This is an optimization exercise on Yosys and OpenROAD, whose aim is small area, not a production implementation. In this exercise RTL edits were held to simulation tests only and were not proved equivalent to the original. Power figures rest on the tool's default switching activity, not on a simulated workload.

Design Ball_thrower, start of the top module:
module Ball_thrower(
  input         CLOCK_50,
  input  [3:0] KEY,          
  input  [17:0] SW,           
  output        VGA_CLK,      
  output        VGA_HS,       
  output        VGA_VS,       
  output        VGA_BLANK_N,  
  output        VGA_SYNC_N,   
  output [7:0]  VGA_R,        
  output [7:0]  VGA_G,        
  output [7:0]  VGA_B         
  );
function [11:0] add;
	input [10:0] a;
	input [10:0] b;
	input cin;
	integer k;
	reg c;
	begin
		c = cin;
		for (k = 0; k < 11; k = k + 1) begin
			add[k] = a[k] ^ b[k] ^ c;
			c = (a[k] & b[k]) | (a[k] & c) | (b[k] & c);
		end
		add[11] = c;
	end
endfunction
function [10:0] inc;
	input [10:0] a;
	integer k;
	reg c;
	begin
		c = 1'b1;
		for (k = 0; k < 11; k = k + 1) begin
			inc[k] = a[k] ^ c;
			c = a[k] & c;
		end
	end
endfunction
function ge;
	input [10:0] a;
	input [10:0] b;
	integer k;
	reg r;
	begin
		r = 1'b1;
		for (k = 0; k < 11; k = k + 1)
			r = (a[k] & ~b[k]) | (~(a[k] ^ b[k]) & r);
		ge = r;
	end
endfunction
wire clk = CLOCK_50;
wire rst = SW[17];
wire go = SW[0];
assign VGA_SYNC_N = 1'b0;
reg [11:0] cnt;
reg vga_clk_q;
assign VGA_CLK = vga_clk_q;
wire vga_en = ~cnt[0];
wire update = &cnt[11:7] & cnt[5] & cnt[0];    
wire half = ~cnt[11];
wire [10:0] count = cnt[10:0];
wire [11:0] cnt_inc = add(cnt[10:0], 11'd0, 1'b1);    
always @(posedge clk)
begin
	if (rst)
		cnt <= 12'd2001;
	else if (update)
		cnt <= 12'd0;
	else
  ...
clock: 20.0 ns
lec_check: 0
cap_margin: 20
core_margin: 2
core_utilization: 65
slew_margin: 20
synth_memory_max_bits: 8192
standard.sh (not shown) runs the stock make flow with config.mk's settings and CLKGATE_MAP_FILE= SYNTH_SCRIPT=/design/flow/synth_recipe.tcl, a recipe that flattens the netlist after the stock synthesis.
==> flow/flow/run.sh <==
#!/bin/bash
# Layout flow: the standard flow (standard.sh), with these changes:
# * the port buffers (every input and output port still gets one) and the
#   buffers synthesis puts on outputs driven by the same net are buf_1;
# * the clock tree is built from clkbuf_8 without dummy loads.
set -euo pipefail
W=$(pwd)
F=$W/flow

# synth.tcl from ORFS with two changes: the abc call is replaced by
# flow/abc_pick.tcl, and extract_fa is skipped
sed -e 's|^\( *\)log_cmd abc {\*}\$abc_args$|\1source '"$F"'/abc_pick.tcl|' \
    -e 's|^\( *\)extract_fa {\*}\[dont_use_extract_fa_args\]$|\1# extract_fa skipped|' \
    "$FLOW_HOME/scripts/synth.tcl" > "$W/synth_area.tcl"
grep -q "abc_pick.tcl" "$W/synth_area.tcl"
grep -q "# extract_fa skipped" "$W/synth_area.tcl"

# The standard flow's synthesis script, sourcing the changed synth.tcl
sed -e "s|\$::env(SCRIPTS_DIR)/synth.tcl|$W/synth_area.tcl|" "$W/synth_recipe.tcl" > "$W/synth_recipe_area.tcl"
grep -q "synth_area.tcl" "$W/synth_recipe_area.tcl"

# standard.sh with that synthesis script
sed -e "s|$W/synth_recipe.tcl|$W/synth_recipe_area.tcl|g" "$W/standard.sh" > "$W/standard_area.sh"
grep -q "synth_recipe_area.tcl" "$W/standard_area.sh"

bash "$W/standard_area.sh" \
    "BUFFER_PORTS_ARGS=-buffer_cell sky130_fd_sc_hd__buf_1" \
    "MIN_BUF_CELL_AND_PORTS=sky130_fd_sc_hd__buf_1 A X" \
    "CTS_ARGS=-sink_clustering_enable -repair_clock_nets -buf_list sky130_fd_sc_hd__clkbuf_8 -dont_use_dummy_load" \
    finish > "$W/flow_make.log" 2>&1
Other scripts of this flow, unchanged in this note and not shown: flow/flow/abc_1.script, flow/flow/abc_2.script, flow/flow/abc_3.script, flow/flow/abc_4.script, flow/flow/abc_pick.tcl
The first run completed without violations.
Rerun with:
Settings changed: CORE_UTILIZATION 65 to 40.
The changed run passed the timing, design-rule and antenna checks.
Synthesized cell count does not change.
Register-to-register slack gets worse by 0.10 ns.
Design area climbs by 1.0%.
Setup slack loses 0.10 ns.
Combinational power falls by about 3%.
Power goes up by 0.63%.
Critical path depth falls by 8.
Die area increases by 60%.

-- afterwards: timing with drivers on the ports --
No port has a modelled driver above. Below, the same layouts with a new extraction and two added sets of constraints.
Step 1, drivers: a clkbuf_16 drives CLOCK_50 and a buf_2 each remaining input, both assumed.
Step 2 also shifts input and output timing later by t, the mid clock arrival at the registers, as if the neighbouring blocks saw the same clock.
a / b / c = ideal ports / drivers / drivers and shift; a / b = the first two.
| run | t (ns) | setup WS [ns] | worst hold slack (ns) | pins driven straight from the clock port |
|---|---|---|---|---|
| the first run | 0.388 | 13.143 / 13.143 / 13.143 | 0.452 / 0.452 / 0.452 | 1 |
| the second run | 0.412 | 13.041 / 13.041 / 13.041 | 0.444 / 0.444 / 0.444 | 1 |
After both steps every run listed still meets setup and hold.
